This is an optimization exercise on Yosys and OpenROAD, whose aim is small area and a short achievable clock period, not a production implementation. RTL that was checked went through simulation tests only; none was proved equivalent to the original. Power figures rest on the tool's default switching activity, not on a simulated workload.

## v32
Design tinyalu, start of the top module:
module tinyalu (
	input  [7:0]  A,
	input  [7:0]  B,
	input  [2:0]  op,
	input         clk,
	input         reset_n,
	input         start,
	output        done,
	output [15:0] result
);
For scale: about 440 cells after synthesis, about 91 flip-flops, roughly 39 I/O pins, about 5300 um2 of cells after synthesis.
clock: 4.2 ns
lec_check: 0
abc_clock_period_in_ps: 3600
cap_margin: 20
core_margin: 2
core_utilization: 40
setup_slack_margin: 1.6
slew_margin: 20
run.sh (not shown) runs the stock make flow with config.mk's settings and CLKGATE_MAP_FILE= SYNTH_SCRIPT=/design/flow/synth_recipe.tcl, a recipe that flattens the netlist after the stock synthesis.
v32: done, clean on timing, DRC and antenna
The inputs of v51 differ from those of v32 as listed below.
==> flow/flow/run.sh (new file) <==
#!/bin/bash
# Standard layout, except: ports buffered with buf_1, and full adders left to ABC
# (no extract_fa into sky130 fa/ha cells).
export BUFFER_PORTS_ARGS="-buffer_cell sky130_fd_sc_hd__buf_1"
export ADDER_MAP_FILE=
bash standard.sh > standard.log 2>&1
==> flow/standard.sh (new file) <==
#!/bin/bash
# synth_recipe.tcl (not shown) runs the flow's synth.tcl, then flattens the netlist and writes it again
# the make line also repeats each setting of config.mk as NAME=value (left out here)
make -C /OpenROAD-flow-scripts/flow DESIGN_CONFIG=/design/flow/config.mk WORK_HOME=/design/flow/orfs CLKGATE_MAP_FILE= SYNTH_SCRIPT=/design/flow/synth_recipe.tcl "${@:-finish}"
--- a/flow/config.mk
+++ b/flow/config.mk
@@ -6,8 +6,9 @@
 export NUM_CORES = 4
 export LEC_CHECK = 0
-export ABC_CLOCK_PERIOD_IN_PS = 3600
+export ABC_CLOCK_PERIOD_IN_PS = 2200
 export CAP_MARGIN = 20
 export CORE_MARGIN = 2
 export CORE_UTILIZATION = 40
+export CTS_BUF_LIST = sky130_fd_sc_hd__clkbuf_8
 export SETUP_SLACK_MARGIN = 1.6
 export SLEW_MARGIN = 20
removed: flow/run.sh
==> comparison <==
- Comparing v32 and v51, number of standard cells after synthesis is higher on v51.
- The critical path class comes out register to register in one run and input pin to register in the other, namely in v32 and v51 respectively.
- Post-synthesis to final-layout area growth: v51 < v32
- Going from v32 to v51, clock-cell share of area decreased 1.4 points; routed wire length increased 16%; half-perimeter wire length of the detailed placement result increased about 4.4%; clock network latency to the later pin of the worst-skew pair increased 0.03 ns; floorplan row count essentially unchanged.
> inputs changed (v51 -> v15)
==> flow/run.sh (new file) <==
#!/bin/bash
# synth_recipe.tcl (not shown) runs the flow's synth.tcl, then flattens the netlist and writes it again
# the make line also repeats each setting of config.mk as NAME=value (left out here)
make -C /OpenROAD-flow-scripts/flow DESIGN_CONFIG=/design/flow/config.mk WORK_HOME=/design/flow/orfs CLKGATE_MAP_FILE= SYNTH_SCRIPT=/design/flow/synth_recipe.tcl finish
--- a/flow/config.mk
+++ b/flow/config.mk
@@ -6,9 +6,9 @@
 export NUM_CORES = 4
 export LEC_CHECK = 0
-export ABC_CLOCK_PERIOD_IN_PS = 2200
+export ABC_CLOCK_PERIOD_IN_PS = 3000
 export CAP_MARGIN = 20
 export CORE_MARGIN = 2
 export CORE_UTILIZATION = 40
 export CTS_BUF_LIST = sky130_fd_sc_hd__clkbuf_8
-export SETUP_SLACK_MARGIN = 1.6
+export SETUP_SLACK_MARGIN = 1.2
 export SLEW_MARGIN = 20
removed: flow/flow/run.sh
removed: flow/standard.sh
Results
Cmp v15 and v51 / worst setup slack / lower: v15
Note that the maximum number of pins on one net before global-route repair recorded for v51 amounts to 1.4 times the value seen in v15.
v15 ends up with lower combinational power share than v51 does.
The cell with the largest stage delay on the worst path comes out sky130_fd_sc_hd__maj3_2 in one run and sky130_fd_sc_hd__fa_2 in the other, namely in v51 and v15 respectively.
In the flow results for v15 and v51, the normalized max-slew margin is larger on v15.
Lower post-synthesis to final-layout area growth among v15 and v51: v51
Sum of net half-perimeters after detailed placement of v15 falls short of that of v51 by a few percent.
[inputs] v30 vs v15
==> flow/flow/run.sh (new file) <==
#!/bin/bash
# Standard layout, except: ports buffered with buf_1, and full adders left to ABC
# (no extract_fa into sky130 fa/ha cells).
export BUFFER_PORTS_ARGS="-buffer_cell sky130_fd_sc_hd__buf_1"
export ADDER_MAP_FILE=
bash standard.sh > standard.log 2>&1
==> flow/standard.sh (new file) <==
#!/bin/bash
# synth_recipe.tcl (not shown) runs the flow's synth.tcl, then flattens the netlist and writes it again
# the make line also repeats each setting of config.mk as NAME=value (left out here)
make -C /OpenROAD-flow-scripts/flow DESIGN_CONFIG=/design/flow/config.mk WORK_HOME=/design/flow/orfs CLKGATE_MAP_FILE= SYNTH_SCRIPT=/design/flow/synth_recipe.tcl "${@:-finish}"
--- a/flow/config.mk
+++ b/flow/config.mk
@@ -6,9 +6,9 @@
 export NUM_CORES = 4
 export LEC_CHECK = 0
-export ABC_CLOCK_PERIOD_IN_PS = 3000
+export ABC_CLOCK_PERIOD_IN_PS = 1500
 export CAP_MARGIN = 20
 export CORE_MARGIN = 2
 export CORE_UTILIZATION = 40
 export CTS_BUF_LIST = sky130_fd_sc_hd__clkbuf_8
-export SETUP_SLACK_MARGIN = 1.2
+export SETUP_SLACK_MARGIN = 1.7
 export SLEW_MARGIN = 20
removed: flow/run.sh
Notes after the runs:
- The cell count in v30 was higher than what v15 gave.
- Between v15 and v30, synthesized cell count increased.
- Share of cell area taken by flip-flops and latches (lower): v30
- Across both runs, wire length on met3 was higher for v30 than for v15.
- The post-route met1 wirelength reported for v30 is greater than that of v15 by about 17%.
- v30 ended up with a lower last weighted congestion value of the routability-driven placer than v15 did.
Function was not checked in any run of this note: the RTL went through the layout flow alone.


Another version of the RTL of tinyalu (not shown whole).
Size: ~530 cells after synthesis, roughly 91 flip-flops, roughly 39 I/O pins, about 0.0055 mm² of cells after synthesis.
Settings: LEC_CHECK=0, CAP_MARGIN=20, CORE_MARGIN=2, CORE_UTILIZATION=40, CTS_BUF_LIST=sky130_fd_sc_hd__clkbuf_8, SETUP_SLACK_MARGIN=1.8, SLEW_MARGIN=20, SYNTH_HIERARCHICAL=1; clock period 4.2 ns.
standard.sh (not shown) runs the stock make flow with config.mk's settings and CLKGATE_MAP_FILE= SYNTH_SCRIPT=/design/flow/synth_recipe.tcl, a recipe that flattens the netlist after the stock synthesis.
==> flow/flow/run.sh <==
#!/bin/bash
# Layout flow: the standard flow (standard.sh, ORFS) with these changes only:
#  - the ports are buffered with sky130_fd_sc_hd__buf_1 (BUFFER_PORTS_ARGS);
#  - synthesis does not extract full/half adders into fa/ha cells (ADDER_MAP_FILE
#    empty), so ABC maps the adders;
#  - ABC maps module alu_add with ORFS's speed script and the rest of the design
#    with flow/abc_area_d.script (delay-oriented mapping with area recovery).
# Synthesis is otherwise the standard flow's own script (synth_recipe.tcl: synth -nofsm -noshare,
# flatten, rename), so the registers are the standard synthesis's.
set -euo pipefail
W=$PWD
F=$W/flow
python3 $F/patch_synth.py "$FLOW_HOME/scripts/synth.tcl" $W/synth_my.tcl > patch.log 2>&1
sed "s#^source \$::env(SCRIPTS_DIR)/synth.tcl#source $W/synth_my.tcl#" synth_recipe.tcl > synth_recipe_my.tcl
grep -q "^source $W/synth_my.tcl" synth_recipe_my.tcl
sed "s#SYNTH_SCRIPT=[^ ]*synth_recipe.tcl#SYNTH_SCRIPT=$W/synth_recipe_my.tcl#" standard.sh > standard_my.sh
grep -q "SYNTH_SCRIPT=$W/synth_recipe_my.tcl" standard_my.sh
export BUFFER_PORTS_ARGS="-buffer_cell sky130_fd_sc_hd__buf_1"
export ADDER_MAP_FILE=
export MY_ABC_SCRIPT=$F/abc_area_d.script
export MY_ABC_SPEED_MODULES=alu_add
# clock tree: CTS with clkbuf_8 and without dummy loads
export CTS_ARGS="-sink_clustering_enable -repair_clock_nets -buf_list sky130_fd_sc_hd__clkbuf_8 -dont_use_dummy_load"
bash standard_my.sh > standard.log 2>&1
==> flow/flow/abc_area_d.script <==
strash
&get -n
&fraig -x
&put
scorr
dc2
dretime
strash
&get -n
&dch -f
&nf {D}
&put
buffer -c
topo
stime -c
upsize -c {D}
dnsize -c {D}
==> flow/flow/patch_synth.py <==
#!/usr/bin/env python3
"""Write a copy of ORFS's synth.tcl (argv[1]) to argv[2] in which the ABC mapping
step maps the modules in MY_ABC_SPEED_MODULES with ORFS's own script and the rest
with the script MY_ABC_SCRIPT. Nothing else in synthesis changes."""
import sys
src = open(sys.argv[1]).read()
old = "  log_cmd abc {*}$abc_args\n"
new = """  if { [info exists ::env(MY_ABC_SPEED_MODULES)] } {
    foreach m $::env(MY_ABC_SPEED_MODULES) { log_cmd abc {*}$abc_args $m }
  }
  log_cmd abc {*}[lreplace $abc_args 1 1 $::env(MY_ABC_SCRIPT)]
"""
assert src.count(old) == 1, "abc call not found in synth.tcl"
open(sys.argv[2], "w").write(src.replace(old, new))
The starting point completed with no timing, DRC or antenna violations.
Next try:
--- a/flow/config.mk
+++ b/flow/config.mk
@@ -12 +12 @@
-export SETUP_SLACK_MARGIN = 1.8
+export SETUP_SLACK_MARGIN = 1.65
=>
- worst hold slack hardly moves
- flip-flop and latch count stays the same
- synthesized area is unchanged
- core utilization goes down by 1.8 points
- cell count goes down by 0.78%
- die area is unchanged
- sequential share of layout area goes up by 1.6 points
- wire length goes down by 3.9%
- maximum frequency goes down by 1.5%
- via count goes down by 1.3%
Next try:
--- a/flow/config.mk
+++ b/flow/config.mk
@@ -10 +10 @@
-export CORE_UTILIZATION = 40
+export CORE_UTILIZATION = 55
@@ -12 +12,2 @@
-export SETUP_SLACK_MARGIN = 1.65
+export PLACE_DENSITY = 0.7
+export SETUP_SLACK_MARGIN = 1.6
Total power decreases by 0.47%.
Cell area came out lower by 1.3%.
Register-to-register slack barely changes.
Routed wire length shrinks by 4.5%.
Setup slack improves by 11 ps.
Global-route usage rises by 3.8 points.
First-iteration DRC count fell by 17%.
Sequential cell count stays the same.
Combinational power came out lower by about 2%.
Next try:
--- a/flow/flow/run.sh
+++ b/flow/flow/run.sh
@@ -23 +23 @@
-export CTS_ARGS="-sink_clustering_enable -repair_clock_nets -buf_list sky130_fd_sc_hd__clkbuf_8 -dont_use_dummy_load"
+export CTS_ARGS="-sink_clustering_enable -repair_clock_nets -buf_list {sky130_fd_sc_hd__clkbuf_4 sky130_fd_sc_hd__clkbuf_8} -dont_use_dummy_load"
--- a/flow/config.mk
+++ b/flow/config.mk
@@ -10 +10 @@
-export CORE_UTILIZATION = 55
+export CORE_UTILIZATION = 40
@@ -12 +11,0 @@
-export PLACE_DENSITY = 0.7
Result: The changed run finished with timing, DRC and antenna clean. Die area went up by a quarter to a third. Non-clock buffer count is lower by 8. Sequential share of layout area barely changes. Worst hold slack is better by 4.4 ps. Power hardly moves. Global-route usage drops by 3.9 points. Via count is lower by a few percent. Cell area hardly moves. Fmax came out lower slightly.

-- separate check: timing with driven ports --
The results above use ideal ports. As a check the final layouts listed here were re-extracted and re-timed, cells and wires unchanged.
Step 1, drivers: a clkbuf_16 drives clk and a buf_2 each remaining input, both assumed.
Step 2 moves the port delays by t, midway between the first and last clock arrival at a register: inputs arrive t later, outputs are due t later. That takes back most of the time a late clock gives input paths.
a / b / c = ideal / step 1 / step 2; a / b = the first two.
run	t, ns	setup slack, ns	worst hold slack (ns)	clock arrival spread, ns
v32	0.376	1.260 / 1.260 / 1.260	0.419 / 0.419 / 0.419	0.006 / 0.006
v51	0.397	1.268 / 1.266 / 0.870	0.413 / 0.413 / 0.413	0.013 / 0.013
v15	0.386	1.057 / 1.057 / 0.993	0.423 / 0.423 / 0.423	0.014 / 0.014
v30	0.394	1.234 / 1.231 / 0.837	0.423 / 0.423 / 0.423	0.012 / 0.011
the first run of note 2	0.381	1.725 / 1.685 / 1.530	0.422 / 0.422 / 0.422	0.030 / 0.029
the second run of note 2	0.382	1.686 / 1.664 / 1.449	0.421 / 0.421 / 0.421	0.028 / 0.029
the third run of note 2	0.380	1.697 / 1.678 / 1.552	0.418 / 0.418 / 0.418	0.021 / 0.020
the fourth run of note 2	0.383	1.686 / 1.664 / 1.495	0.422 / 0.422 / 0.422	0.028 / 0.029
After both steps setup and hold are still met in every run listed. The setup slack of v51, which loses most, moves by -0.002 ns with the drivers and by -0.398 ns with both steps.
